What follows belongs to an exercise in optimizing a design on an open flow for small area; a production flow would make more cautious choices.
Function was checked by simulation only, so behaviour that the tests miss may differ from the original.
Power and IR drop assume default switching activity.

**config.mk**
```make
export PLATFORM = sky130hd
export DESIGN_NAME = CO
export DESIGN_NICKNAME = CO
export VERILOG_FILES = /design/flow/design.v
export SDC_FILE = /design/flow/constraint.sdc
export NUM_CORES = 4
export LEC_CHECK = 0
export ABC_AREA = 1
export CAP_MARGIN = 20
export CORE_MARGIN = 2
export CORE_UTILIZATION = 40
export SLEW_MARGIN = 20
export SYNTH_MEMORY_MAX_BITS = 32768
```
**constraint.sdc**
```tcl
create_clock -name core_clock -period 5.0 [get_ports {clk}]
set_input_delay 1.0000 -clock core_clock [delete_from_list [all_inputs] [get_ports {clk}]]
set_output_delay 1.0000 -clock core_clock [all_outputs]
set_load 0.01 [all_outputs]
```
**design.v**
```verilog
module ROM_COS(clka, ena, addra, douta);
input clka, ena;
input [9:0] addra;
output [11:0] douta;
assign douta = 12'd0;
endmodule
module ROM_SINE(clka, ena, addra, douta);
input clka, ena;
input [9:0] addra;
output [11:0] douta;
assign douta = 12'd0;
endmodule
module NCO(clk, rst, en, ncos, nsin);
input clk, rst, en;
output [11:0] ncos, nsin;
assign ncos = 12'd0;
assign nsin = 12'd0;
endmodule
module CO(clk, rst, en, I, Q, I_ro, Q_ro);
input clk, rst, en;
input [1:0] I;
input [1:0] Q;
output [13:0] I_ro;
output [13:0] Q_ro;
function [11:0] FRONTF;
input [6:0] a;
begin
case (a)
  7'd0: FRONTF = 12'd16;
  7'd1: FRONTF = 12'd1124;
  7'd2: FRONTF = 12'd3208;
  7'd3: FRONTF = 12'd3140;
  7'd4: FRONTF = 12'd273;
  7'd5: FRONTF = 12'd341;
  7'd6: FRONTF = 12'd3465;
  7'd7: FRONTF = 12'd3397;
  7'd8: FRONTF = 12'd2610;
  7'd9: FRONTF = 12'd1638;
  7'd10: FRONTF = 12'd2746;
  7'd11: FRONTF = 12'd2678;
  7'd12: FRONTF = 12'd2353;
  7'd13: FRONTF = 12'd1381;
  7'd14: FRONTF = 12'd2489;
  7'd15: FRONTF = 12'd2421;
  7'd16: FRONTF = 12'd1056;
  7'd17: FRONTF = 12'd2353;
  7'd18: FRONTF = 12'd530;
  7'd19: FRONTF = 12'd273;
  7'd20: FRONTF = 12'd1124;
  7'd21: FRONTF = 12'd1381;
  7'd22: FRONTF = 12'd598;
  7'd23: FRONTF = 12'd341;
  7'd24: FRONTF = 12'd3208;
  7'd25: FRONTF = 12'd2489;
  7'd26: FRONTF = 12'd3722;
  7'd27: FRONTF = 12'd3465;
  7'd28: FRONTF = 12'd3140;
  7'd29: FRONTF = 12'd2421;
  7'd30: FRONTF = 12'd3654;
  7'd31: FRONTF = 12'd3397;
  7'd32: FRONTF = 12'd2096;
  7'd33: FRONTF = 12'd3140;
  7'd34: FRONTF = 12'd1192;
  7'd35: FRONTF = 12'd1124;
  7'd36: FRONTF = 12'd2353;
  7'd37: FRONTF = 12'd2421;
  7'd38: FRONTF = 12'd1449;
  7'd39: FRONTF = 12'd1381;
  7'd40: FRONTF = 12'd530;
  7'd41: FRONTF = 12'd3654;
  7'd42: FRONTF = 12'd666;
  7'd43: FRONTF = 12'd598;
  7'd44: FRONTF = 12'd273;
  7'd45: FRONTF = 12'd3397;
  7'd46: FRONTF = 12'd409;
  7'd47: FRONTF = 12'd341;
  7'd48: FRONTF = 12'd3072;
  7'd49: FRONTF = 12'd273;
  7'd50: FRONTF = 12'd2610;
  7'd51: FRONTF = 12'd2353;
  7'd52: FRONTF = 12'd3140;
  7'd53: FRONTF = 12'd3397;
  7'd54: FRONTF = 12'd2678;
  7'd55: FRONTF = 12'd2421;
  7'd56: FRONTF = 12'd1192;
  7'd57: FRONTF = 12'd409;
  7'd58: FRONTF = 12'd1706;
  7'd59: FRONTF = 12'd1449;
  7'd60: FRONTF = 12'd1124;
  7'd61: FRONTF = 12'd341;
  7'd62: FRONTF = 12'd1638;
  7'd63: FRONTF = 12'd1381;
  7'd64: FRONTF = 12'd1024;
  7'd65: FRONTF = 12'd305;
  7'd66: FRONTF = 12'd2578;
  7'd67: FRONTF = 12'd2321;
  7'd68: FRONTF = 12'd1092;
  7'd69: FRONTF = 12'd373;
  7'd70: FRONTF = 12'd1606;
  7'd71: FRONTF = 12'd1349;
  7'd72: FRONTF = 12'd3240;
  7'd73: FRONTF = 12'd3497;
  7'd74: FRONTF = 12'd2714;
  7'd75: FRONTF = 12'd2457;
  7'd76: FRONTF = 12'd3172;
  7'd77: FRONTF = 12'd3429;
  7'd78: FRONTF = 12'd2646;
  7'd79: FRONTF = 12'd2389;
  7'd80: FRONTF = 12'd48;
  7'd81: FRONTF = 12'd3172;
  7'd82: FRONTF = 12'd1160;
  7'd83: FRONTF = 12'd1092;
  7'd84: FRONTF = 12'd305;
  7'd85: FRONTF = 12'd3429;
  7'd86: FRONTF = 12'd441;
  7'd87: FRONTF = 12'd373;
  7'd88: FRONTF = 12'd2578;
  7'd89: FRONTF = 12'd2646;
  7'd90: FRONTF = 12'd1674;
  7'd91: FRONTF = 12'd1606;
  7'd92: FRONTF = 12'd2321;
  7'd93: FRONTF = 12'd2389;
  7'd94: FRONTF = 12'd1417;
  7'd95: FRONTF = 12'd1349;
  7'd96: FRONTF = 12'd3104;
  7'd97: FRONTF = 12'd2321;
  7'd98: FRONTF = 12'd562;
  7'd99: FRONTF = 12'd305;
  7'd100: FRONTF = 12'd3172;
  7'd101: FRONTF = 12'd2389;
  7'd102: FRONTF = 12'd3686;
  7'd103: FRONTF = 12'd3429;
  7'd104: FRONTF = 12'd1160;
  7'd105: FRONTF = 12'd1417;
  7'd106: FRONTF = 12'd698;
  7'd107: FRONTF = 12'd441;
  7'd108: FRONTF = 12'd1092;
  7'd109: FRONTF = 12'd1349;
  7'd110: FRONTF = 12'd630;
  7'd111: FRONTF = 12'd373;
  7'd112: FRONTF = 12'd2064;
  7'd113: FRONTF = 12'd1092;
  7'd114: FRONTF = 12'd3240;
  7'd115: FRONTF = 12'd3172;
  7'd116: FRONTF = 12'd2321;
  7'd117: FRONTF = 12'd1349;
  7'd118: FRONTF = 12'd2457;
  7'd119: FRONTF = 12'd2389;
  7'd120: FRONTF = 12'd562;
  7'd121: FRONTF = 12'd630;
  7'd122: FRONTF = 12'd3754;
  7'd123: FRONTF = 12'd3686;
  7'd124: FRONTF = 12'd305;
  7'd125: FRONTF = 12'd373;
  7'd126: FRONTF = 12'd3497;
  7'd127: FRONTF = 12'd3429;
  default: FRONTF = 12'd0;
endcase
end
endfunction
function [7:0] ADD; input [7:0] x; input [7:0] y; input ci;
  integer i; reg cy;
  begin
    cy = ci;
    for (i = 0; i < 8; i = i + 1) begin
      ADD[i] = x[i] ^ y[i] ^ cy;
      cy = (x[i] & y[i]) | (cy & (x[i] ^ y[i]));
    end
  end
endfunction
function [7:0] CNEG; input [7:0] x; input n;
  integer i; reg any;
  begin
    any = 1'b0;
    for (i = 0; i < 8; i = i + 1) begin
      CNEG[i] = x[i] ^ (n & any);
      any = any | x[i];
    end
  end
endfunction
function [7:0] MUL; input [1:0] k; input [5:0] s;
  MUL = ({8{k[1]}} & {1'b0, s, 1'b0}) | ({8{k[0]}} & {2'b0, s});
endfunction
reg [9:0] m;
reg [1:0] It, Qt;
reg [9:0] mi;
integer j;
reg cy;
always @(*) begin
  cy = 1'b1;
  for (j = 0; j < 10; j = j + 1) begin
    mi[j] = m[j] ^ cy;
    cy = cy & m[j];
  end
end
always @(posedge clk or posedge rst) begin
  if (rst) begin
    m <= 10'd127;
    It <= 2'd0;
    Qt <= 2'd0;
  end else begin
    m <= mi;
    It <= I;
    Qt <= Q;
  end
end
wire p = m[7];
wire [6:0] u = m[6:0];
reg [6:0] x;
reg anyu;
always @(*) begin
  anyu = 1'b0;
  for (j = 0; j < 7; j = j + 1) begin
    x[j] = u[j] ^ (p & anyu);
    anyu = anyu | u[j];
  end
end
wire s = p & ~anyu;
wire [5:0] bt;
wire [4:0] st;
BIGT u_big(.a(x), .y(bt));
SMALLT u_small(.a(x), .y(st));
wire [5:0] A = s ? 6'd28 : bt;
wire [5:0] B = s ? 6'd28 : {1'b0, st};
wire [11:0] fr;
assign fr = FRONTF({p, m[9:8], It, Qt});
wire [5:0] fi = fr[5:0];
wire [5:0] fq = fr[11:6];
wire [7:0] ri = CNEG(ADD(MUL(fi[1:0], A), MUL(fi[3:2], B) ^ {8{fi[4]}}, fi[4]), fi[5]);
wire [7:0] rq = CNEG(ADD(MUL(fq[1:0], A), MUL(fq[3:2], B) ^ {8{fq[4]}}, fq[4]), fq[5]);
reg [7:0] ir, qr;
always @(posedge clk or posedge rst) begin
  if (rst) begin
    ir <= 8'd0;
    qr <= 8'd0;
  end else if (en) begin
    ir <= ri;
    qr <= rq;
  end
end
assign I_ro = {{6{ir[7]}}, ir};
assign Q_ro = {{6{qr[7]}}, qr};
endmodule
module BIGT(a, y);
  input [6:0] a;
  output [5:0] y;
  wire new_n14, new_n15, new_n16, new_n17, new_n18, new_n19, new_n20,
    new_n21, new_n22, new_n23, new_n24, new_n25, new_n26, new_n27, new_n28,
    new_n29, new_n30, new_n31, new_n32, new_n33, new_n34, new_n35, new_n36,
    new_n37, new_n38, new_n39, new_n40, new_n42, new_n43, new_n44, new_n45,
    new_n46, new_n47, new_n48, new_n50, new_n51, new_n52;
  assign new_n14 = ~a[0] & ~a[1];
  assign new_n15 = a[2] & ~new_n14;
  assign new_n16 = a[0] & a[1];
  assign new_n17 = ~a[1] & a[5];
  assign new_n18 = ~a[4] & ~new_n17;
  assign new_n19 = ~new_n16 & ~new_n18;
  assign new_n20 = new_n15 & ~new_n19;
  assign new_n21 = ~a[3] & ~new_n20;
  assign new_n22 = ~a[5] & ~new_n16;
  assign new_n23 = a[3] & new_n15;
  assign new_n24 = ~new_n22 & new_n23;
  assign new_n25 = ~new_n21 & ~new_n24;
  assign new_n26 = a[6] & ~new_n25;
  assign new_n27 = a[0] & a[6];
  assign new_n28 = ~a[1] & ~a[2];
  assign new_n29 = ~new_n27 & new_n28;
  assign new_n30 = a[3] & a[4];
  assign new_n31 = ~new_n29 & new_n30;
  assign new_n32 = a[5] & new_n31;
  assign new_n33 = ~new_n26 & ~new_n32;
  assign new_n34 = ~a[4] & ~new_n24;
  assign new_n35 = a[5] & ~new_n34;
  assign new_n36 = ~a[5] & new_n34;
  assign new_n37 = ~new_n35 & ~new_n36;
  assign new_n38 = a[6] & new_n37;
  assign new_n39 = ~a[5] & ~a[6];
  assign new_n40 = ~new_n31 & new_n39;
  assign y[2] = ~new_n38 & ~new_n40;
  assign new_n42 = new_n37 & y[2];
  assign new_n43 = new_n33 & ~new_n42;
  assign new_n44 = a[2] & ~a[3];
  assign new_n45 = ~new_n16 & ~new_n44;
  assign new_n46 = a[4] & a[5];
  assign new_n47 = ~new_n45 & new_n46;
  assign new_n48 = new_n26 & new_n47;
  assign y[0] = ~new_n43 & ~new_n48;
  assign new_n50 = new_n31 & ~new_n33;
  assign new_n51 = a[6] & new_n34;
  assign new_n52 = ~new_n40 & ~new_n51;
  assign y[1] = ~new_n50 & new_n52;
  assign y[4] = a[6] & new_n35;
  assign y[3] = new_n40 | y[4];
  assign y[5] = ~y[4];
endmodule
module SMALLT(a, y);
  input [6:0] a;
  output [4:0] y;
  wire new_n13, new_n14, new_n15, new_n16, new_n17, new_n18, new_n19,
    new_n20, new_n21, new_n22, new_n23, new_n24, new_n25, new_n26, new_n27,
    new_n28, new_n29, new_n30, new_n31, new_n32, new_n33, new_n34, new_n35,
    new_n36, new_n37, new_n38, new_n39, new_n40, new_n41, new_n42, new_n43,
    new_n44, new_n45, new_n46, new_n47, new_n48, new_n49, new_n50, new_n52,
    new_n53, new_n54, new_n55, new_n56, new_n57, new_n58, new_n59, new_n60,
    new_n61, new_n62, new_n63, new_n64, new_n66, new_n68, new_n69, new_n70,
    new_n72;
  assign new_n13 = ~a[5] & a[6];
  assign new_n14 = ~a[3] & ~a[4];
  assign new_n15 = new_n13 & ~new_n14;
  assign new_n16 = a[0] & ~new_n15;
  assign new_n17 = ~a[4] & a[5];
  assign new_n18 = a[6] & ~new_n17;
  assign new_n19 = a[3] & a[4];
  assign new_n20 = a[5] & new_n19;
  assign new_n21 = ~new_n18 & ~new_n20;
  assign new_n22 = ~a[1] & ~new_n21;
  assign new_n23 = ~new_n16 & new_n22;
  assign new_n24 = ~a[0] & ~a[5];
  assign new_n25 = new_n19 & new_n24;
  assign new_n26 = a[2] & ~new_n25;
  assign new_n27 = new_n23 & ~new_n26;
  assign new_n28 = ~a[3] & ~new_n24;
  assign new_n29 = ~a[2] & a[4];
  assign new_n30 = a[6] & new_n29;
  assign new_n31 = ~new_n28 & new_n30;
  assign new_n32 = ~new_n27 & ~new_n31;
  assign new_n33 = a[6] & new_n14;
  assign new_n34 = a[5] & ~new_n33;
  assign new_n35 = a[0] & a[1];
  assign new_n36 = a[2] & new_n35;
  assign new_n37 = ~new_n13 & new_n36;
  assign new_n38 = ~new_n34 & new_n37;
  assign new_n39 = a[5] & a[6];
  assign new_n40 = new_n32 & ~new_n38;
  assign new_n41 = ~a[3] & ~new_n40;
  assign new_n42 = a[3] & new_n40;
  assign new_n43 = ~new_n41 & ~new_n42;
  assign new_n44 = ~new_n39 & new_n43;
  assign new_n45 = new_n32 & ~new_n43;
  assign new_n46 = ~new_n44 & ~new_n45;
  assign new_n47 = a[3] & new_n38;
  assign new_n48 = ~new_n46 & ~new_n47;
  assign new_n49 = a[4] & ~new_n48;
  assign new_n50 = ~a[4] & new_n48;
  assign y[2] = ~new_n49 & ~new_n50;
  assign new_n52 = new_n36 & ~y[2];
  assign new_n53 = a[2] & ~new_n18;
  assign new_n54 = ~new_n23 & new_n53;
  assign new_n55 = a[0] & ~a[6];
  assign new_n56 = ~a[2] & ~new_n39;
  assign new_n57 = ~new_n55 & new_n56;
  assign new_n58 = ~a[5] & ~a[6];
  assign new_n59 = ~new_n14 & ~new_n58;
  assign new_n60 = a[1] & ~new_n59;
  assign new_n61 = ~new_n57 & new_n60;
  assign new_n62 = ~new_n54 & ~new_n61;
  assign new_n63 = ~new_n52 & new_n62;
  assign new_n64 = ~new_n38 & ~new_n63;
  assign y[0] = ~new_n32 | new_n64;
  assign new_n66 = new_n39 & ~new_n43;
  assign y[1] = ~new_n44 & ~new_n66;
  assign new_n68 = ~a[6] & new_n19;
  assign new_n69 = ~new_n33 & ~new_n68;
  assign new_n70 = ~new_n40 & ~new_n69;
  assign y[3] = new_n34 | new_n70;
  assign new_n72 = ~a[5] & new_n70;
  assign y[4] = a[6] & ~new_n72;
endmodule
```
**run.sh**
```bash
#!/bin/bash
# synth_recipe.tcl (not shown) runs the flow's synth.tcl, then flattens the netlist and writes it again
# the make line also repeats each setting of config.mk as NAME=value (left out here)
make -C /OpenROAD-flow-scripts/flow DESIGN_CONFIG=/design/flow/config.mk WORK_HOME=/design/flow/orfs CLKGATE_MAP_FILE= SYNTH_SCRIPT=/design/flow/synth_recipe.tcl finish
```
==> results of run 1 <==
power by group:
group	switching, mW	internal [mW]
Combinational	0.196	0.211
Sequential	0.0251	0.280
Clock	0.104	0.148
flip-flops by register name (all words and copies together) (netlist names):
signal  cells
It          2
Qt          2
ir          8
m          10
qr          8
critical path: cells and delay by family (launching register included):
kind	cells	cell delay, ns
fa+ha+maj	7	2.46
compound gates	1	0.15
buf+inv	7	0.72
flops	1	0.56
simple gates	19	1.43
metrics by stage:
stage | setup WS (ns) | std cells | util, %
6_report | -0.449 | 608 | 58.4
5_1_grt | -0.771 | 608 | 58.4
4_1_cts | -0.445 | 607 | 57.8
2_1_floorplan | -0.259 | 410 | -
3_5_place_dp | -0.456 | 591 | 53.9
3_3_place_gp | -0.389 | 591 | 53.9
cells in the final DEF, fill, tap and decap left out, drive strengths merged:
master	netlist	routed
o211ai	4	4
fa	12	12
a21oi	12	12
buf	15	76
a211oi	1	1
dfrtp	23	23
o21bai	1	1
nand4	15	15
bufinv	0	1
nor2	25	25
ha	10	10
clkinvlp	0	2
dfstp	7	7
clkdlybuf4s50	0	34
nand3b	1	1
or2	2	2
xor2	20	20
clkbuf	4	5
a31oi	3	3
o21ai	35	35
nand3	37	37
a22oi	4	4
inv	48	48
o21a	1	1
o22ai	9	9
xnor2	3	3
nand2	117	117
a31o	1	1
routing by layer:
layer  vias to the layer above  share of wire, %  track usage (%)
met2                        71                50             33.9
met1                      1413                44             22.6
met3                        16               3.8             2.82
met4                         0               2.9             7.83
met5                         -                 0                0
li1                       1545                 -                -
cell type report:
type	count	area, µm²
tap	99	124
timing repair buffer	110	926
clock inverter	3	45.0
sequential	30	759
fill	690	3040
inverter	48	185
clock buffer	5	68.8
multi-input combinational	313	2150
repair_timing:
action / 4_1_cts / 5_1_grt
endpoints found under the setup margin: 6 / 7
hold endpoints to repair: 0 / 0
setup buffers: 8 / 1
pin swaps: 23 / 13
gates resized for setup: 29 / 8
logic make-up (layout without fill, tap and decap cells):
| kind of cell | Yosys count | after routing | synth area share [%] |
|---|---|---|---|
| adders and majority gates | 22 | 22 | 12.1 |
| DFF | 30 | 30 | 25.1 |
| AOI/OAI and AO/OA | 71 | 71 | 13.5 |
| and+or+nand+nor | 197 | 197 | 32.5 |
| xor gates and xnor gates | 23 | 23 | 6.66 |
| buffers and inverters | 67 | 166 | 10.1 |
how the worst max path moves through the flow:
stage               startpoint    end  slack, ns  cells after the start
finish                    m[0]  ir[7]      -0.45                     34
global route              m[0]  ir[7]      -0.77                     34
CTS                       m[0]  qr[7]      -0.44                     36
detailed placement        m[1]  ir[7]      -0.46                     34
global placement          m[1]  qr[7]      -0.39                     35
floorplan                 m[0]  ir[7]      -0.26                     34
==> results.yml, run 1 <==
synth:
  synth_top_cell_area_share_pct: 19.0
  syn_nets: 439
  syn_area_um2: 3020
  syn_inst: 410
  ys_seq_area_share_pct: 25.1
  synth-warning-count: 1
  synth_most_common_cell: "nand2_1"
  synth_area_leader_cell: "dfrtp_1"
  yosys-top-cells-area: "dfrtp_1 19%, nand2_1 13%, fa_1 7.9%, dfstp_2 6.1%, xor2_1 5.8%"
  synthTopCellsByCount: "101 x nand2_1, 39 x inv_1, 31 x nand3_1"
  synthFlopType: "dfrtp_1"
  syn_avg_cell_area_um2: 7.37
  synth-edff-count: 0
  synth_seq_cells: 30
  ys_types: 37
  async_flop_share_pct: 100
route:
  wire_per_inst_um: 12.1
  drtIter0Drc: 138
  num_vias: 3045
  drt-total-wl_mm: 7.35
  viasPerCell: 5.01
  drc: 0
  first_pass_iters: 4
  ant_nets: 0
sta:
  period_minus_slack_ns: 5.45
  max_slew_margin_pct: 46.9
  timing.fmax_mhz: 184
  worst_pin_slew_ns: 0.793
  skew_ns: 0.00377
  period_share_pct: 109
  whs_ns: 0.479
  rsz0062_at_grt: "true"
  finalSetupViolCount: 5
  slew_violations: 0
  hold_viol: 0
  setup_slack_ns: -0.449
  finalSetupTns_ns: -1.67
clocking:
  clkSinkCount: 30
  cts_hold_buffers: 0
  worstSkewPairLatency_ns: 0.29
  cts_buffer_depth: 2
  cts_tree: "built"
  cts_max_level: 2
  clkSlewWorstSetupHoldPaths_ns: 0.07
  numCtsBuffers: 5
  cts_root_buf: "clkbuf_8"
floorplanning:
  rows: 31
  die_h_um: 90.9
  coreArea_um2: 7290
  die_area_um2: 8270
  dieWidth_um: 90.9
  initial_core_util_pct: 41.5
  num_io_pins: 35
setup_path:
  r2r_cells: 34
  criticalPathCategory: "reg2reg"
  crit_slowest_cell: "dfstp_2"
  cp_common_cell: "nand2_1"
  r2r_slack_ns: -0.45
  critPathRequiredTime_ns: 5.18
  arrival_ns: 5.63
  r2r_start: "m[0]"
  cp_slowest_stage_delay_ns: 0.56
  cp-start-kind: "flip-flop"
  r2r_end: "ir[7]"
  endpoint_kind: "flip-flop"
  path_max_fanout: 4
worst_hold_path:
  min_to: "ir[6]"
  hold_start: "ir[6]"
  min-delay-path-class: "reg2reg"
  hold_depth: 2
pwr:
  power_leakage_nw: 1.98
  total_power_mw: 0.964
  vdd_ir_drop_max_mv: 0.111
  powerDensity_nw_per_um2: 227
final_layout:
  final_cell_area_um2: 4260
  drive_gt1_share_pct: 34.8
  antenna_cells: 0
  nNetsFinal: 537
  syn2layout_area_growth_pct: 40.8
global_routing:
  grt_usage_pct: 18.9
  grt-ovfl-total: 0
  grt_pass1_vias: 2961
  grt_pass1_wl_mm: 13.0
  grt_antenna_before_repair: 0
  grt_start_max_net_pins: 31
placed_design:
  place_area_um2: 3930
  gp_congestion: 0.927
  io_buffers: 34
  hpwl_mm: 5.80
run_status:
  status: "finished with violations"
  so.violations: "setup timing"
flow_run:
  drv_cap: 0
==> inputs of run 2 (changes only) <==
--- a/design.v
+++ b/design.v
@@ -181,41 +181,37 @@
 function [7:0] MUL; input [1:0] k; input [5:0] s;
   MUL = ({8{k[1]}} & {1'b0, s, 1'b0}) | ({8{k[0]}} & {2'b0, s});
 endfunction
-reg [9:0] m;
+reg [1:0] q;
+reg p;
+reg [6:0] x;
 reg [1:0] It, Qt;
-reg [9:0] mi;
 integer j;
+reg [6:0] xn;
 reg cy;
 always @(*) begin
   cy = 1'b1;
-  for (j = 0; j < 10; j = j + 1) begin
-    mi[j] = m[j] ^ cy;
-    cy = cy & m[j];
+  for (j = 0; j < 7; j = j + 1) begin
+    xn[j] = x[j] ^ cy;
+    cy = cy & (x[j] ^ p);
   end
 end
+wire w = x[0] & (&(x[6:1] ^ {6{p}}));
 always @(posedge clk or posedge rst) begin
   if (rst) begin
-    m <= 10'd127;
+    q <= 2'd0;
+    p <= 1'b0;
+    x <= 7'd127;
     It <= 2'd0;
     Qt <= 2'd0;
   end else begin
-    m <= mi;
+    q <= {q[1] ^ (q[0] & p & w), q[0] ^ (p & w)};
+    p <= p ^ w;
+    x <= xn;
     It <= I;
     Qt <= Q;
   end
 end
-wire p = m[7];
-wire [6:0] u = m[6:0];
-reg [6:0] x;
-reg anyu;
-always @(*) begin
-  anyu = 1'b0;
-  for (j = 0; j < 7; j = j + 1) begin
-    x[j] = u[j] ^ (p & anyu);
-    anyu = anyu | u[j];
-  end
-end
-wire s = p & ~anyu;
+wire s = p & ~(|x);
 wire [5:0] bt;
 wire [4:0] st;
 BIGT u_big(.a(x), .y(bt));
@@ -223,23 +219,30 @@
 wire [5:0] A = s ? 6'd28 : bt;
 wire [5:0] B = s ? 6'd28 : {1'b0, st};
 wire [11:0] fr;
-assign fr = FRONTF({p, m[9:8], It, Qt});
+assign fr = FRONTF({p, q, It, Qt});
 wire [5:0] fi = fr[5:0];
 wire [5:0] fq = fr[11:6];
-wire [7:0] ri = CNEG(ADD(MUL(fi[1:0], A), MUL(fi[3:2], B) ^ {8{fi[4]}}, fi[4]), fi[5]);
-wire [7:0] rq = CNEG(ADD(MUL(fq[1:0], A), MUL(fq[3:2], B) ^ {8{fq[4]}}, fq[4]), fq[5]);
+wire [7:0] wi = ADD(MUL(fi[1:0], A), MUL(fi[3:2], B) ^ {8{fi[4]}}, fi[4]);
+wire [7:0] wq = ADD(MUL(fq[1:0], A), MUL(fq[3:2], B) ^ {8{fq[4]}}, fq[4]);
 reg [7:0] ir, qr;
+reg ineg, qneg;
 always @(posedge clk or posedge rst) begin
   if (rst) begin
     ir <= 8'd0;
     qr <= 8'd0;
+    ineg <= 1'b0;
+    qneg <= 1'b0;
   end else if (en) begin
-    ir <= ri;
-    qr <= rq;
+    ir <= wi;
+    qr <= wq;
+    ineg <= fi[5];
+    qneg <= fq[5];
   end
 end
-assign I_ro = {{6{ir[7]}}, ir};
-assign Q_ro = {{6{qr[7]}}, qr};
+wire [7:0] ri = CNEG(ir, ineg);
+wire [7:0] rq = CNEG(qr, qneg);
+assign I_ro = {{6{ri[7]}}, ri};
+assign Q_ro = {{6{rq[7]}}, rq};
 endmodule
 module BIGT(a, y);
   input [6:0] a;
@@ -300,69 +303,65 @@
     new_n20, new_n21, new_n22, new_n23, new_n24, new_n25, new_n26, new_n27,
     new_n28, new_n29, new_n30, new_n31, new_n32, new_n33, new_n34, new_n35,
     new_n36, new_n37, new_n38, new_n39, new_n40, new_n41, new_n42, new_n43,
-    new_n44, new_n45, new_n46, new_n47, new_n48, new_n49, new_n50, new_n52,
-    new_n53, new_n54, new_n55, new_n56, new_n57, new_n58, new_n59, new_n60,
-    new_n61, new_n62, new_n63, new_n64, new_n66, new_n68, new_n69, new_n70,
-    new_n72;
-  assign new_n13 = ~a[5] & a[6];
-  assign new_n14 = ~a[3] & ~a[4];
-  assign new_n15 = new_n13 & ~new_n14;
-  assign new_n16 = a[0] & ~new_n15;
-  assign new_n17 = ~a[4] & a[5];
-  assign new_n18 = a[6] & ~new_n17;
-  assign new_n19 = a[3] & a[4];
-  assign new_n20 = a[5] & new_n19;
-  assign new_n21 = ~new_n18 & ~new_n20;
-  assign new_n22 = ~a[1] & ~new_n21;
-  assign new_n23 = ~new_n16 & new_n22;
-  assign new_n24 = ~a[0] & ~a[5];
-  assign new_n25 = new_n19 & new_n24;
-  assign new_n26 = a[2] & ~new_n25;
-  assign new_n27 = new_n23 & ~new_n26;
-  assign new_n28 = ~a[3] & ~new_n24;
-  assign new_n29 = ~a[2] & a[4];
-  assign new_n30 = a[6] & new_n29;
-  assign new_n31 = ~new_n28 & new_n30;
-  assign new_n32 = ~new_n27 & ~new_n31;
-  assign new_n33 = a[6] & new_n14;
-  assign new_n34 = a[5] & ~new_n33;
-  assign new_n35 = a[0] & a[1];
-  assign new_n36 = a[2] & new_n35;
-  assign new_n37 = ~new_n13 & new_n36;
-  assign new_n38 = ~new_n34 & new_n37;
-  assign new_n39 = a[5] & a[6];
-  assign new_n40 = new_n32 & ~new_n38;
-  assign new_n41 = ~a[3] & ~new_n40;
-  assign new_n42 = a[3] & new_n40;
-  assign new_n43 = ~new_n41 & ~new_n42;
-  assign new_n44 = ~new_n39 & new_n43;
-  assign new_n45 = new_n32 & ~new_n43;
-  assign new_n46 = ~new_n44 & ~new_n45;
-  assign new_n47 = a[3] & new_n38;
-  assign new_n48 = ~new_n46 & ~new_n47;
-  assign new_n49 = a[4] & ~new_n48;
-  assign new_n50 = ~a[4] & new_n48;
-  assign y[2] = ~new_n49 & ~new_n50;
-  assign new_n52 = new_n36 & ~y[2];
-  assign new_n53 = a[2] & ~new_n18;
-  assign new_n54 = ~new_n23 & new_n53;
-  assign new_n55 = a[0] & ~a[6];
-  assign new_n56 = ~a[2] & ~new_n39;
-  assign new_n57 = ~new_n55 & new_n56;
-  assign new_n58 = ~a[5] & ~a[6];
-  assign new_n59 = ~new_n14 & ~new_n58;
-  assign new_n60 = a[1] & ~new_n59;
-  assign new_n61 = ~new_n57 & new_n60;
-  assign new_n62 = ~new_n54 & ~new_n61;
-  assign new_n63 = ~new_n52 & new_n62;
-  assign new_n64 = ~new_n38 & ~new_n63;
-  assign y[0] = ~new_n32 | new_n64;
-  assign new_n66 = new_n39 & ~new_n43;
-  assign y[1] = ~new_n44 & ~new_n66;
-  assign new_n68 = ~a[6] & new_n19;
-  assign new_n69 = ~new_n33 & ~new_n68;
-  assign new_n70 = ~new_n40 & ~new_n69;
-  assign y[3] = new_n34 | new_n70;
-  assign new_n72 = ~a[5] & new_n70;
-  assign y[4] = a[6] & ~new_n72;
+    new_n44, new_n45, new_n46, new_n47, new_n49, new_n50, new_n51, new_n52,
+    new_n53, new_n54, new_n55, new_n57, new_n58, new_n59, new_n60, new_n61,
+    new_n62, new_n63, new_n65, new_n66, new_n67, new_n69;
+  assign new_n13 = ~a[1] & a[4];
+  assign new_n14 = ~a[0] & new_n13;
+  assign new_n15 = a[3] & a[5];
+  assign new_n16 = new_n14 & new_n15;
+  assign new_n17 = a[0] & ~a[3];
+  assign new_n18 = ~new_n13 & new_n17;
+  assign new_n19 = ~a[1] & ~a[5];
+  assign new_n20 = ~a[4] & ~new_n19;
+  assign new_n21 = a[6] & ~new_n20;
+  assign new_n22 = ~new_n18 & new_n21;
+  assign new_n23 = ~new_n16 & ~new_n22;
+  assign new_n24 = a[3] & ~a[5];
+  assign new_n25 = a[2] & ~new_n24;
+  assign new_n26 = new_n14 & ~new_n25;
+  assign new_n27 = ~a[3] & a[5];
+  assign new_n28 = ~a[2] & ~new_n27;
+  assign new_n29 = ~new_n26 & ~new_n28;
+  assign new_n30 = ~new_n23 & ~new_n29;
+  assign new_n31 = ~a[5] & a[6];
+  assign new_n32 = a[2] & ~new_n31;
+  assign new_n33 = ~a[5] & ~a[6];
+  assign new_n34 = ~a[4] & ~new_n28;
+  assign new_n35 = ~new_n33 & ~new_n34;
+  assign new_n36 = ~a[3] & a[6];
+  assign new_n37 = ~a[0] & ~new_n36;
+  assign new_n38 = a[1] & ~new_n37;
+  assign new_n39 = ~new_n35 & new_n38;
+  assign new_n40 = ~new_n32 & ~new_n39;
+  assign new_n41 = ~a[4] & new_n36;
+  assign new_n42 = a[5] & ~new_n41;
+  assign new_n43 = a[0] & a[1];
+  assign new_n44 = new_n32 & new_n43;
+  assign new_n45 = ~new_n42 & new_n44;
+  assign new_n46 = new_n23 & ~new_n45;
+  assign new_n47 = ~new_n40 & new_n46;
+  assign y[0] = new_n30 | new_n47;
+  assign new_n49 = ~new_n30 & ~new_n45;
+  assign new_n50 = a[5] & a[6];
+  assign new_n51 = new_n49 & ~new_n50;
+  assign new_n52 = ~new_n49 & new_n50;
+  assign new_n53 = ~new_n51 & ~new_n52;
+  assign new_n54 = ~a[3] & ~new_n53;
+  assign new_n55 = a[3] & new_n53;
+  assign y[1] = ~new_n54 & ~new_n55;
+  assign new_n57 = a[3] & ~a[6];
+  assign new_n58 = ~new_n36 & ~new_n57;
+  assign new_n59 = ~new_n51 & ~new_n58;
+  assign new_n60 = ~a[4] & ~new_n59;
+  assign new_n61 = a[4] & ~new_n15;
+  assign new_n62 = new_n59 & new_n61;
+  assign new_n63 = ~new_n52 & ~new_n62;
+  assign y[2] = ~new_n60 & new_n63;
+  assign new_n65 = a[4] & new_n57;
+  assign new_n66 = ~new_n41 & ~new_n65;
+  assign new_n67 = ~new_n49 & ~new_n66;
+  assign y[3] = new_n42 | new_n67;
+  assign new_n69 = ~a[5] & new_n67;
+  assign y[4] = a[6] & ~new_n69;
 endmodule
==> flow/run.sh (new file) <==
#!/bin/bash
# Own layout flow: the standard layout (standard.sh), with two changes:
#  - synthesis maps with an area-only ABC script (flow/abc_area.script) instead of
#    ORFS's, which sizes and buffers for speed; everything else in synthesis is
#    the standard script (synth_recipe.tcl), so the registers are the same;
#  - port buffering uses the smallest buffer cell.
# Each step's full output goes to logs under orfs/logs (ORFS's own logs) and to
# flow_*.log in the work folder.
set -euo pipefail
W=$PWD
rm -rf "$W/myscripts"
cp -r "$FLOW_HOME/scripts" "$W/myscripts"
cp "$W/flow/abc_area.script" "$W/myscripts/abc_area.script"
export SCRIPTS_DIR="$W/myscripts"
export BUFFER_PORTS_ARGS="-buffer_cell sky130_fd_sc_hd__buf_1"
bash "$W/standard.sh" synth > "$W/flow_synth.log" 2>&1
bash "$W/standard.sh" finish > "$W/flow_finish.log" 2>&1
test -f "$W/out/final.def"
==> flow/abc_area.script (new file) <==
strash
dch
map -a
topo
==> standard.sh (new file) <==
#!/bin/bash
# synth_recipe.tcl (not shown) runs the flow's synth.tcl, then flattens the netlist and writes it again
# the make line also repeats each setting of config.mk as NAME=value (left out here)
make -C /OpenROAD-flow-scripts/flow DESIGN_CONFIG=/design/flow/config.mk WORK_HOME=/design/flow/orfs CLKGATE_MAP_FILE= SYNTH_SCRIPT=/design/flow/synth_recipe.tcl "${@:-finish}"
removed: run.sh
==> run 2 against run 1 <==
Now clean on timing, DRC and antenna. Critical path depth fell by 14. Wire length decreased by 15%. Sequential power up 3%. Clock power shrank 23%. Largest power group is now registers.
==> results.yml, run 2 <==
setup_path:
  critPathRequiredTime_ns: 5.22
  r2r_slack_ns: 0.13
  criticalPathCategory: "reg2reg"
  cp-start-kind: "flip-flop"
  critical-path-top-delay-family: "adder cells"
  endpoint_kind: "flip-flop"
  crit_slowest_cell: "dfstp_2"
  r2r_end: "qr[6]"
  crit_chain: "clkinvlp_4, ha_1, clkinv_1, nor2_1, nor2_1, nor3_2, nor2_1, ha_1, xor2_1, nand2_2, o22ai_2, xor2_1, fa_2, fa_1, fa_1, fa_2, fa_1, clkinv_1, fa_1, a21oi_1"
  cp_common_cell: "fa_1"
  path_max_fanout: 6
  r2r_start: "x[3]"
  cp_slowest_stage_delay_ns: 0.56
  critical_path_buf_inv_count: 3
  r2r_cells: 20
  arrival_ns: 5.09
final_layout:
  drive_gt1_share_pct: 13.5
  final_common_cell: "nand2_1"
  multi_input_area_um2: 1700
  reg_top3: "ir: 8 flops, qr: 8 flops, x: 7 flops"
  nNetsFinal: 432
  syn2layout_area_growth_pct: 16.1
  mostFrequentLayoutCells: "59 x nand2_1, 46 x nor2_1, 42 x clkinv_1, 37 x o21ai_0, 35 x xor2_1"
  antenna_cells: 0
  regArea_um2: 810
  fill_cells: 679
clocking:
  cts_tree: "built"
  clkSinkCount: 32
  numCtsBuffers: 5
  cts_root_buf: "clkbuf_8"
  clkSlewWorstSetupHoldPaths_ns: 0.07
  cts_buffer_depth: 2
  cts_max_level: 2
  cts_hold_buffers: 0
  worstSkewPairLatency_ns: 0.29
floorplanning:
  rows: 30
  die_h_um: 86.7
  coreArea_um2: 6720
  die_area_um2: 7520
  initial_core_util_pct: 40.7
  dieWidth_um: 86.7
  num_io_pins: 35
synth:
  ys_seq_area_share_pct: 29.6
  synth_top_cell_area_share_pct: 22.9
  synth-edff-count: 0
  async_flop_share_pct: 100
  syn_nets: 381
  yosys-top-cells-area: "dfrtp_1 23%, xor2_1 11%, fa_1 8.8%, nand2_1 8.2%, o21ai_0 6.9%"
  synth_seq_cells: 32
  synth-warning-count: 1
  syn_area_um2: 2740
  syn_avg_cell_area_um2: 7.69
  ys_types: 27
  syn_inst: 356
  synth_area_leader_cell: "dfrtp_1"
  synth_most_common_cell: "nand2_1"
  synthTopCellsByCount: "60 x nand2_1, 47 x nor2_1, 46 x clkinv_1"
  synthFlopType: "dfrtp_1"
sta:
  finalSetupViolCount: 0
  max_slew_margin_pct: 59.2
  skew_ns: 0.00342
  setup_slack_ns: 0.131
  worst_pin_slew_ns: 0.612
  whs_ns: 0.522
  period_share_pct: 97.4
  finalSetupTns_ns: 0
  hold_viol: 0
  timing.fmax_mhz: 205
  slew_violations: 0
  period_minus_slack_ns: 4.87
  rsz0062_at_grt: "true"
global_routing:
  grt-busiest-layer: "met2"
  grt_antenna_before_repair: 0
  grt_usage_pct: 17.2
  grt-ovfl-total: 0
  grt_start_max_net_pins: 33
  grt_util_met1_pct: 22.4
  grt_pass1_wl_mm: 10.2
  grt_pass1_vias: 2281
  grt_util_met3_pct: 3.14
  met2_usage_pct: 28.7
pwr:
  powerDensity_nw_per_um2: 247
  vdd_ir_drop_max_mv: 0.0837
  power_leakage_nw: 1.31
worst_hold_path:
  hold_start: "qr[7]"
  hold_depth: 2
  min_to: "qr[7]"
  min-delay-path-class: "reg2reg"
route:
  num_vias: 2512
  drtIter0Drc: 96
  drc: 0
  wire_per_inst_um: 12.8
  viasPerCell: 5.15
  ant_nets: 0
  drt-total-wl_mm: 6.23
  first_pass_iters: 4
placed_design:
  pre_cts_ws_ns: -0.0634
  gp_congestion: 0.929
  io_buffers: 34
  hpwl_mm: 4.78
run_status:
  status: "complete, no violations"
flow_run:
  drv_cap: 0
==> run 2: logic make-up (layout without fill, tap and decap cells) <==
family	count (synthesis)	in the layout	synth area share, %
fa+ha+maj	18	18	11.5
xor+xnor	43	43	13.8
flops	32	32	29.6
simple gates	117	117	16.6
buf+inv	60	112	10.1
compound gates	86	86	18.4
==> run 2: metal layers <==
metal,vias up,routed length (µm)
met5,-,0
met1,1157,2920
met2,69,2940
li1,1270,-
met4,0,141
met3,16,227
==> run 2: power by group <==
group / leakage [nW] / switching (mW) / internal [mW]
combinational: 0.890 / 0.175 / 0.103
sequential: 0.380 / 0.0246 / 0.290
clock: 0.0422 / 0.0953 / 0.0976
==> run 2: worst max-delay path by stage <==
stage | startpoint | cells after the start | end
finish | x[3] | 20 | qr[6]
global placement | x[6] | 19 | ir[6]
detailed placement | x[1] | 22 | ir[6]
floorplan | x[0] | 22 | ir[6]
CTS | x[3] | 20 | ir[6]
global route | x[1] | 22 | ir[6]
==> run 2: repair_timing <==
action                                  4_1_cts  5_1_grt
pin swaps                                     0        3
resized for setup                             5       13
buffers inserted                              0        2
endpoints found under the setup margin        2        4
==> run 2: layout make-up <==
cell class	instances	share of cell area [%]
clock buffers	7	2.40
inverters	46	5.59
repair buffers	58	9.69
well taps	80	3.15
multi-input cells	264	53.5
clock inverters	1	0.157
flip-flops and latches	32	25.5
==> run 2: per-stage QoR <==
stage | std cells | util, % | power (mW) | instance area, µm²
global placement | 478 | 45.0 | 0.596 | 3030
global route | 488 | 47.3 | 0.855 | 3180
CTS | 486 | 46.5 | 0.797 | 3120
detailed placement | 478 | 45.0 | 0.601 | 3030
finish | 488 | 47.3 | 0.785 | 3180
floorplan | 356 | - | 0.560 | 2740
==> run 2: worst min-delay path: stages (launching register included) <==
cell	delay (ns)
dfrtp_1	0.37
nand2_1	0.06
o21ai_0	0.06
==> inputs of run 3 (changes only) <==
--- a/config.mk
+++ b/config.mk
@@ -9,5 +9,6 @@
 export CAP_MARGIN = 20
 export CORE_MARGIN = 2
 export CORE_UTILIZATION = 40
+export GPL_TIMING_DRIVEN = 0
 export SLEW_MARGIN = 20
 export SYNTH_MEMORY_MAX_BITS = 32768
==> run 3 against run 2 <==
Fmax fell by 0.32%. Sequential power barely moved. Combinational power increased by 19%. Register-to-register slack worse by 0.02 ns. Clock skew is 0.0067 ns higher. Critical path depth increased by 1. Total power up 18%. Worst setup slack got worse by 0.015 ns.
==> results.yml, run 3 <==
synth:
  synth_top_cell_area_share_pct: 22.9
  yosys-mux-area-fraction_pct: 0
  yosys-top-cells-area: "dfrtp_1 23%, xor2_1 11%, fa_1 8.8%, nand2_1 8.2%, o21ai_0 6.9%"
  synth_seq_cells: 32
  ys_seq_area_share_pct: 29.6
  synth_top_family_by_area: "compound AO/OA/AOI/OAI gates"
  synth_most_common_cell: "nand2_1"
  syn_avg_cell_area_um2: 7.69
  synth_fa_ha_area_share_pct: 11.5
  syn_inst: 356
  synth-compound-area-share_pct: 18.4
  synth-edff-count: 0
  synth_area_leader_cell: "dfrtp_1"
  synthFlopType: "dfrtp_1"
  synthSimpleGateAreaFrac_pct: 16.6
  synth-warning-count: 1
  synth_xor_area_share_pct: 13.8
  syn_area_um2: 2740
  synthTopCellsByCount: "60 x nand2_1, 47 x nor2_1, 46 x clkinv_1"
  async_flop_share_pct: 100
  syn_nets: 381
  ys_types: 27
placed_design:
  gp_congestion: 0.815
  pre_cts_ws_ns: -0.396
  placed_cells: 470
  hpwl_mm: 4.44
  io_buffers: 34
setup_path:
  r2r_cells: 21
  crit_slowest_cell: "dfstp_2"
  r2r_start: "x[1]"
  r2r_end: "ir[6]"
  path_max_fanout: 4
  cp-start-kind: "flip-flop"
  criticalPathCategory: "reg2reg"
  crit_start: "x[1]"
  endpoint_kind: "flip-flop"
  crit_chain: "inv_2, nor2_4, buf_4, o221ai_1, a21oi_1, nor2_1, a221o_2, o41ai_4, nor2_1, clkinv_1, nor2_1, clkinv_1, o21ai_0, fa_2, fa_1, fa_2, fa_2, fa_1, clkinv_1, fa_1, a21oi_2"
  arrival_ns: 5.09
  critPathRequiredTime_ns: 5.21
  cp_slowest_stage_delay_ns: 0.60
  r2r_slack_ns: 0.12
clocking:
  clkSlewWorstSetupHoldPaths_ns: 0.07
  cts_root_buf: "clkbuf_8"
  cts_max_level: 2
  cts_hold_buffers: 0
  clkSinkCount: 32
  cts_buffer_depth: 2
  worstSkewPairLatency_ns: 0.29
  cts_tree: "built"
  numCtsBuffers: 5
global_routing:
  grt_antenna_before_repair: 0
  grt_pass1_vias: 2321
  grt_usage_pct: 17.4
  grt_pass1_wl_mm: 10.5
  grt_start_max_net_pins: 33
  grt-ovfl-total: 0
final_layout:
  syn2layout_area_growth_pct: 21.5
  finalNonFillerCells: 492
  mostFrequentLayoutCells: "59 x nand2_1, 39 x nor2_1, 37 x o21ai_0, 36 x clkinv_1, 35 x xor2_1"
  nNetsFinal: 436
  final_common_cell: "nand2_1"
  drive_gt1_share_pct: 19.4
  antenna_cells: 0
  reg_top3: "ir: 8 flops, qr: 8 flops, x: 7 flops"
route:
  num_vias: 2517
  drt-total-wl_mm: 6.12
  viasPerCell: 5.12
  first_pass_iters: 4
  ant_nets: 0
  drtIter0Drc: 130
  drc: 0
  wire_per_inst_um: 12.4
pwr:
  power_leakage_nw: 1.36
  p_int_mw: 0.612
  power_frac_comb_pct: 35.9
  vdd_ir_drop_max_mv: 0.103
  p_switching_mw: 0.314
  powerDensity_nw_per_um2: 278
  p_clk_share_pct: 30.2
  p_sw_share_pct: 33.9
  p_seq_share_pct: 33.9
floorplanning:
  die_h_um: 86.7
  rows: 30
  die_area_um2: 7520
  num_io_pins: 35
  coreArea_um2: 6720
  dieWidth_um: 86.7
  initial_core_util_pct: 40.7
sta:
  max_slew_margin_pct: 39.1
  skew_ns: 0.0101
  timing.fmax_mhz: 205
  period_share_pct: 97.7
  setup_slack_ns: 0.116
  slew_violations: 0
  worst_pin_slew_ns: 0.914
  period_minus_slack_ns: 4.88
  finalSetupViolCount: 0
  hold_viol: 0
worst_hold_path:
  hold_depth: 2
  min-delay-path-class: "reg2reg"
  min_to: "ir[7]"
  hold_start: "ir[7]"
run_status:
  status: "complete, no violations"
flow_run:
  drv_cap: 0
## run 3: layout make-up
type | count | area (µm²)
Clock buffer | 7 | 96.3
Timing Repair Buffer | 48 | 233
Buffer | 14 | 105
Sequential cell | 32 | 811
Clock inverter | 1 | 30.0
Inverter | 46 | 191
Multi-Input combinational cell | 264 | 1760
Fill cell | 653 | 3390
Tap cell | 80 | 100
## run 3: kinds of logic after synthesis
group / Yosys count
xor+xnor: 43
flops: 32
compound gates: 86
simple gates: 117
fa+ha+maj: 18
buf+inv: 60
## run 3: per-layer routing
layer  wire [µm]  up-vias  GRT usage, %
met5           0        -             0
met4         114        0          5.40
met3         242       13          2.67
met2        2980       72          29.8
met1        2780     1145          22.7
li1            -     1287             -
## run 3: worst max path at each step
stage	endpoint	slack [ns]
after global routing	ir[6]	-0.03
after detailed placement	ir[6]	-0.40
after CTS	ir[6]	0.001
final	ir[6]	0.12
after global placement	ir[6]	-0.40
after floorplan	ir[6]	0.11
## run 3: power groups by stage
stage | clock network [mW] | registers, mW | logic (mW)
floorplan | 0 | 0.314 | 0.246
global placement | 0 | 0.318 | 0.326
detailed placement | 0 | 0.319 | 0.332
CTS | 0.287 | 0.314 | 0.333
global route | 0.301 | 0.318 | 0.381
finish | 0.280 | 0.314 | 0.332
## run 3: through the flow
stage               utilization (%)  TNS (ns)  power (mW)  instance area, µm²  hold slack [ns]
floorplan                         -         0       0.560                2740            0.472
global placement               44.1     -1.36       0.645                2970            0.490
detailed placement             44.2     -1.49       0.651                2970            0.495
CTS                            47.2         0       0.934                3170            0.508
global route                   49.5   -0.0426        1.00                3330            0.528
finish                         49.5         0       0.926                3330            0.508
## run 3: worst max-delay path: cells and delay by family, from the launching register on
kind,cells,cell delay (ns)
buffers and inverters,5,0.38
AOI/OAI and AO/OA,6,1.09
DFF,1,0.60
and+or+nand+nor,4,0.44
adders and majority gates,6,2.31
## run 3: what timing repair did
action                     in CTS  in global routing
pin swaps                       1                  7
setup buffers                   5                  9
setup endpoints to repair       6                  4
resized for setup              13                 29
==> inputs of run 4 (changes only) <==
--- a/config.mk
+++ b/config.mk
@@ -9,6 +9,6 @@
 export CAP_MARGIN = 20
 export CORE_MARGIN = 2
 export CORE_UTILIZATION = 40
-export GPL_TIMING_DRIVEN = 0
+export CTS_BUF_LIST = sky130_fd_sc_hd__clkbuf_4
 export SLEW_MARGIN = 20
 export SYNTH_MEMORY_MAX_BITS = 32768
==> run 4 against run 3 <==
Combinational power is 16% lower. Clock power is 45% lower. Die area stayed put. Largest cell class unchanged.
==> results.yml, run 4 <==
run_status:
  status: "complete, no violations"
clocking:
  cts_tree: "built"
  cts_max_level: 2
  numCtsBuffers: 5
  cts_root_buf: "clkbuf_4"
  cts_hold_buffers: 0
  clkSlewWorstSetupHoldPaths_ns: 0.10
  worstSkewPairLatency_ns: 0.33
  cts_buffer_depth: 2
  clkSinkCount: 32
route:
  drc: 0
  viasPerCell: 5.07
  drt-total-wl_mm: 6.12
  first_pass_iters: 4
  num_vias: 2491
  drtIter0Drc: 100
  wire_per_inst_um: 12.5
  ant_nets: 0
placed_design:
  io_buffers: 34
  pre_cts_ws_ns: -0.0634
  hpwl_mm: 4.78
  gp_congestion: 0.929
setup_path:
  endpoint_kind: "flip-flop"
  crit_slowest_cell: "dfstp_2"
  critical_path_buf_inv_count: 3
  cp_common_cell: "fa_1"
  critical-path-top-delay-family: "adder cells"
  path_max_fanout: 6
  cp_slowest_stage_delay_ns: 0.57
  crit_chain: "clkinvlp_4, ha_1, clkinv_1, nor2_1, nor2_1, nor3_2, nor2_1, ha_1, xor2_1, nand2_2, o22ai_2, xor2_1, fa_2, fa_1, fa_1, fa_2, fa_1, clkinv_1, fa_1, a21oi_1"
  arrival_ns: 5.09
  critPathRequiredTime_ns: 5.27
  cp-start-kind: "flip-flop"
  criticalPathCategory: "reg2reg"
synth:
  synthTopCellsByCount: "60 x nand2_1, 47 x nor2_1, 46 x clkinv_1"
  syn_area_um2: 2740
  ys_seq_area_share_pct: 29.6
  syn_inst: 356
  syn_nets: 381
  synth-edff-count: 0
  yosys-top-cells-area: "dfrtp_1 23%, xor2_1 11%, fa_1 8.8%, nand2_1 8.2%, o21ai_0 6.9%"
  async_flop_share_pct: 100
  synth_top_cell_area_share_pct: 22.9
  syn_avg_cell_area_um2: 7.69
  ys_types: 27
  synth_seq_cells: 32
  synth_area_leader_cell: "dfrtp_1"
  synthFlopType: "dfrtp_1"
  synth-warning-count: 1
  synth_most_common_cell: "nand2_1"
sta:
  max_slew_margin_pct: 59.3
  period_minus_slack_ns: 4.82
  setup_slack_ns: 0.179
  hold_viol: 0
  period_share_pct: 96.4
  slew_violations: 0
  finalSetupViolCount: 0
  skew_ns: 0.00476
  timing.fmax_mhz: 207
  worst_pin_slew_ns: 0.611
floorplanning:
  die_h_um: 86.7
  rows: 30
  initial_core_util_pct: 40.7
  dieWidth_um: 86.7
  num_io_pins: 35
  die_area_um2: 7520
  coreArea_um2: 6720
flow_run:
  drv_cap: 0
final_layout:
  nNetsFinal: 435
  drive_gt1_share_pct: 14.4
  utilization_pct: 47.2
  reg_top3: "ir: 8 flops, qr: 8 flops, x: 7 flops"
  fill_cells: 679
  final_common_cell: "nand2_1"
  syn2layout_area_growth_pct: 15.8
  antenna_cells: 0
  mostFrequentLayoutCells: "59 x nand2_1, 46 x nor2_1, 43 x clkinv_1, 37 x o21ai_0, 35 x xor2_1"
pwr:
  p_seq_share_pct: 42.1
  p_switching_mw: 0.288
  p_clk_share_pct: 20.7
  p_int_mw: 0.459
  power_frac_comb_pct: 37.2
  powerDensity_nw_per_um2: 235
  total_power_mw: 0.747
  power_leakage_nw: 1.31
  p_sw_share_pct: 38.6
  vdd_ir_drop_max_mv: 0.0811
worst_hold_path:
  min-delay-path-class: "reg2reg"
global_routing:
  grt_antenna_before_repair: 0
  grt_util_met1_pct: 22.1
  grt_usage_pct: 17.2
  grt-busiest-layer: "met2"
  met2_usage_pct: 28.6
  grt-ovfl-total: 0
  grt_pass1_wl_mm: 10.3
  grt_util_met3_pct: 3.24
  grt_pass1_vias: 2296
  grt_start_max_net_pins: 33
run 4: repair_timing:
action                                  CTS  global route
buffers inserted                          3             2
endpoints found under the setup margin    2             4
pin swaps                                 0             3
cloned                                    0             0
resized for setup                         2            14
run 4: metal layers:
layer / up-vias / part of all wire (%)
met3: 16 / 4.2
met4: 0 / 2.8
met1: 1128 / 47
li1: 1275 / -
met2: 72 / 46
met5: - / 0
run 4: cell families after synthesis:
| kind of cell | share of synthesized area [%] |
|---|---|
| AO/OA/AOI/OAI | 18.4 |
| buffers and inverters | 10.1 |
| adder cells (fa/ha/maj) | 11.5 |
| AND/OR/NAND/NOR | 16.6 |
| XOR/XNOR | 13.8 |
| flip-flops | 29.6 |
run 4: worst paths after layout:
check / endpoint / from / slack [ns] / depth (start not counted)
max reg2reg: qr[6] / x[3] / 0.18 / 20
max in group asynchronous: x[1] / rst / 3.96 / 3
min reg2reg: qr[7] / qr[7] / 0.53 / 2
min: qr[7] / qr[7] / 0.53 / 2
min in group asynchronous: ineg / rst / 0.70 / 3
max: qr[6] / x[3] / 0.18 / 20
run 4: power by group through the flow:
stage,logic [mW],registers (mW),clock network (mW)
final,0.278,0.314,0.155
after floorplan,0.246,0.314,0
after detailed placement,0.282,0.319,0
after global placement,0.278,0.318,0
after CTS,0.282,0.314,0.163
after global routing,0.324,0.318,0.173
run 4: final cells by class:
cell class | instances | area, µm² | share of cell area, %
well taps | 80 | 100 | 3.16
flip-flops and latches | 32 | 810 | 25.5
repair buffers | 61 | 330 | 10.4
clock inverters | 1 | 5.00 | 0.158
clock buffers | 7 | 52.6 | 1.66
multi-input cells | 264 | 1700 | 53.5
inverters | 46 | 176 | 5.56
run 4: stage by stage:
stage / area (µm²) / hold slack [ns] / std cells / TNS [ns]
3_5_place_dp: 3030 / 0.517 / 478 / -0.0634
5_1_grt: 3170 / 0.558 / 491 / -0.0290
4_1_cts: 3110 / 0.541 / 489 / 0
3_3_place_gp: 3030 / 0.498 / 478 / 0
6_report: 3170 / 0.530 / 491 / 0
2_1_floorplan: 2740 / 0.472 / 356 / 0
run 4: worst register-to-register path, stage by stage (launching register included):
cell	delay (ns)
dfstp_2	0.57
clkinvlp_4	0.14
ha_1	0.25
clkinv_1	0.06
nor2_1	0.05
nor2_1	0.12
nor3_2	0.07
nor2_1	0.17
ha_1	0.27
xor2_1	0.17
nand2_2	0.12
o22ai_2	0.16
xor2_1	0.11
fa_2	0.38
fa_1	0.38
fa_1	0.40
fa_2	0.35
fa_1	0.38
clkinv_1	0.07
fa_1	0.40
a21oi_1	0.14
==> inputs of run 5 (changes only) <==
==> run.sh (new file) <==
#!/bin/bash
# synth_recipe.tcl (not shown) runs the flow's synth.tcl, then flattens the netlist and writes it again
# the make line also repeats each setting of config.mk as NAME=value (left out here)
make -C /OpenROAD-flow-scripts/flow DESIGN_CONFIG=/design/flow/config.mk WORK_HOME=/design/flow/orfs CLKGATE_MAP_FILE= SYNTH_SCRIPT=/design/flow/synth_recipe.tcl finish
--- a/config.mk
+++ b/config.mk
@@ -9,6 +9,5 @@
 export CAP_MARGIN = 20
 export CORE_MARGIN = 2
 export CORE_UTILIZATION = 40
-export CTS_BUF_LIST = sky130_fd_sc_hd__clkbuf_4
 export SLEW_MARGIN = 20
 export SYNTH_MEMORY_MAX_BITS = 32768
removed: flow/run.sh
removed: flow/abc_area.script
removed: standard.sh
==> run 5 against run 4 <==
Via count up 6.1%. Core utilization increased by 0.53 points. Combinational power grew 46%. Sequential share of layout area shrank 2.3 points. Highest routed layer unchanged. Total power is 30% higher. Largest power group is now combinational logic. Wire length increased by 9.6%. Clock power rose by 63%. Largest cell class unchanged. Register-to-register slack better by 0.099 ns.
==> results.yml, run 5 <==
synth:
  synth_top_cell_area_share_pct: 20.7
  synth_top_family_by_area: "simple AND/OR/NAND/NOR gates"
  syn_nets: 442
  syn_inst: 417
  synth-edff-count: 0
  ys_seq_area_share_pct: 26.8
  ys_types: 34
  syn_avg_cell_area_um2: 7.24
  synthFlopType: "dfrtp_1"
  syn_area_um2: 3020
  synth_most_common_cell: "nand2_1"
  synth-compound-area-share_pct: 13.3
  synth_xor_area_share_pct: 10.4
  yosys-mux-area-fraction_pct: 0
  synth_seq_cells: 32
  synthTopCellsByCount: "129 x nand2_1, 41 x inv_1, 31 x xor2_1"
  async_flop_share_pct: 100
  synth-warning-count: 1
  synthSimpleGateAreaFrac_pct: 25.6
  synth_area_leader_cell: "dfrtp_1"
  synth_fa_ha_area_share_pct: 10.4
  yosys-top-cells-area: "dfrtp_1 21%, nand2_1 16%, xor2_1 9.0%, fa_1 8.0%, dfstp_2 6.1%"
clocking:
  numCtsBuffers: 5
  cts_hold_buffers: 0
  cts_max_level: 2
  clkSlewWorstSetupHoldPaths_ns: 0.07
  cts_buffer_depth: 2
  cts_tree: "built"
  worstSkewPairLatency_ns: 0.29
  clkSinkCount: 32
  cts_root_buf: "clkbuf_8"
route:
  ant_nets: 0
  drt-total-wl_mm: 6.71
  viasPerCell: 4.87
  num_vias: 2642
  wirelength_met1_mm: 3.14
  wl_met2_mm: 3.24
  wl_met3_um: 255
  drtIter0Drc: 155
  wire_per_inst_um: 12.4
  first_pass_iters: 4
  drc: 0
  dr.max_layer_used: "met4"
global_routing:
  grt_usage_pct: 17.3
  grt_antenna_before_repair: 0
  grt-ovfl-total: 0
  grt_pass1_wl_mm: 11.9
  grt_start_max_net_pins: 33
  grt_pass1_vias: 2554
placed_design:
  gp_congestion: 0.883
  io_buffers: 34
  placed_cells: 530
  hpwl_mm: 5.31
sta:
  period_minus_slack_ns: 4.72
  hold_viol: 0
  slew_violations: 0
  finalSetupTns_ns: 0
  period_share_pct: 94.4
  timing.fmax_mhz: 212
  max_slew_margin_pct: 52.5
  whs_ns: 0.512
  finalSetupViolCount: 0
  skew_ns: 0.00351
  rsz0062_at_grt: "false"
  worst_pin_slew_ns: 0.710
setup_path:
  r2r_slack_ns: 0.28
  path_max_fanout: 7
  criticalPathCategory: "reg2reg"
  r2r_cells: 22
  arrival_ns: 4.94
  crit_start: "x[3]"
  r2r_end: "ir[6]"
  cp-start-kind: "flip-flop"
  critPathRequiredTime_ns: 5.21
  endpoint_kind: "flip-flop"
  r2r_start: "x[3]"
final_layout:
  finalNonFillerCells: 542
  fill_cells: 771
  reg_top3: "ir: 8 flops, qr: 8 flops, x: 7 flops"
  final_common_cell: "nand2_1"
  syn2layout_area_growth_pct: 15.3
  antenna_cells: 0
  nNetsFinal: 467
  mostFrequentLayoutCells: "129 x nand2_1, 41 x inv_1, 34 x clkdlybuf4s50_1, 31 x xor2_1, 28 x o21ai_0"
  drive_gt1_share_pct: 13.5
floorplanning:
  rows: 31
  initial_core_util_pct: 41.4
  die_h_um: 90.9
  coreArea_um2: 7290
  dieWidth_um: 90.9
  die_area_um2: 8260
  num_io_pins: 35
pwr:
  powerDensity_nw_per_um2: 278
  vdd_ir_drop_max_mv: 0.117
  power_leakage_nw: 1.73
  total_power_mw: 0.968
worst_hold_path:
  hold_depth: 2
  min-delay-path-class: "reg2reg"
  hold_start: "qr[6]"
  min_to: "qr[6]"
run_status:
  status: "complete, no violations"
flow_run:
  drv_cap: 0
==> run 5: cell types whose count changed after synthesis, moves of 6 or more <==
| cell | previous run | this run |
|---|---|---|
| nand2_2 | 0 | 6 |
| nor2_1 | 47 | 15 |
| o21ai_0 | 38 | 30 |
| clkinv_1 | 46 | 0 |
| o21ai_1 | 0 | 9 |
| nand2_1 | 60 | 129 |
| o22ai_1 | 17 | 8 |
| nand3_1 | 4 | 27 |
| inv_2 | 0 | 10 |
| inv_1 | 0 | 41 |
==> run 5: worst max path at each step <==
stage / endpoint / slack [ns] / cells past startpoint
3_3_place_gp: ir[6] / 0.17 / 22
4_1_cts: ir[6] / 0.04 / 22
6_report: ir[6] / 0.28 / 22
3_5_place_dp: ir[6] / 0.05 / 22
5_1_grt: qr[6] / 0.007 / 22
2_1_floorplan: ir[6] / 0.33 / 23
==> run 5: logic make-up after synthesis <==
kind of cell	Yosys count
XOR/XNOR	35
adder cells (fa/ha/maj)	18
AND/OR/NAND/NOR	184
AO/OA/AOI/OAI	69
flip-flops	32
buffers and inverters	79
==> run 5: per-layer routing <==
| metal | up-vias | GRT usage, % |
|---|---|---|
| met4 | 0 | 4.29 |
| met1 | 1220 | 22.5 |
| met3 | 8 | 2.34 |
| met5 | - | 0 |
| li1 | 1359 | - |
| met2 | 55 | 30.4 |
==> run 5: critical path, stage by stage (launching register included) <==
cell and delay, ns:
dfstp_2 0.60, inv_2 0.08, ha_1 0.22, nand2_1 0.09, nand2_1 0.07, nand2_1 0.10, nand2_2 0.07, inv_1 0.05
ha_1 0.23, xor2_1 0.14, nand2_1 0.10, inv_1 0.06, nand2_1 0.06, nand2_1 0.06, xor2_1 0.15, fa_2 0.35
fa_1 0.39, fa_1 0.39, fa_2 0.36, fa_1 0.42, inv_1 0.08, fa_1 0.42, o21ai_2 0.14
==> run 5: timing repair <==
| item | in CTS | in global routing |
|---|---|---|
| setup buffers | 0 | 4 |
| setup endpoints to repair | 0 | 4 |
| resized for setup | 0 | 6 |
==> run 5: where the power goes <==
group	switching (mW)	total (mW)	internal [mW]
registers	0.0215	0.309	0.288
logic	0.191	0.406	0.216
clock network	0.105	0.252	0.147
total	0.317	0.968	0.651
==> run 5: cell type report <==
type	count	area (µm²)	area share, %
clock buffers	5	68.8	1.98
inverters	53	204	5.86
clock inverters	3	42.5	1.22
flip-flops and latches	32	810	23.3
well taps	99	124	3.56
repair buffers	44	415	11.9
multi-input cells	306	1820	52.2
==> run 5: stage by stage <==
step	setup WS, ns	utilization (%)	area (µm²)
after floorplan	0.335	-	3020
after CTS	0.0425	47.2	3440
final	0.278	47.7	3480
after global routing	0.00694	47.7	3480
after global placement	0.170	45.6	3330
after detailed placement	0.0519	45.6	3330

port drivers added, routing unchanged:
The results above use ideal ports. As a check the final layouts listed here were re-extracted and re-timed, cells and wires unchanged.
Step 1 (the two cells are an assumption about what drives the block):
set clk [get_ports {clk}]
set_driving_cell -lib_cell sky130_fd_sc_hd__clkbuf_16 $clk
set_driving_cell -lib_cell sky130_fd_sc_hd__buf_2 [delete_from_list [all_inputs] $clk]
Step 2 moves the port delays by t, midway between the first and last clock arrival at a register: inputs arrive t later, outputs are due t later. That takes back most of the time a late clock gives input paths.
a / b / c = ideal / step 1 / step 2; a / b = the first two.
run	t, ns	setup slack, ns	hold WS [ns]
run 1	0.317	-0.449 / -0.449 / -0.449	0.479 / 0.479 / 0.479
run 2	0.312	0.131 / 0.131 / 0.131	0.522 / 0.522 / 0.522
run 3	0.316	0.116 / 0.116 / 0.116	0.508 / 0.508 / 0.508
run 4	0.357	0.179 / 0.179 / 0.179	0.530 / 0.530 / 0.530
run 5	0.315	0.278 / 0.278 / 0.278	0.512 / 0.512 / 0.512
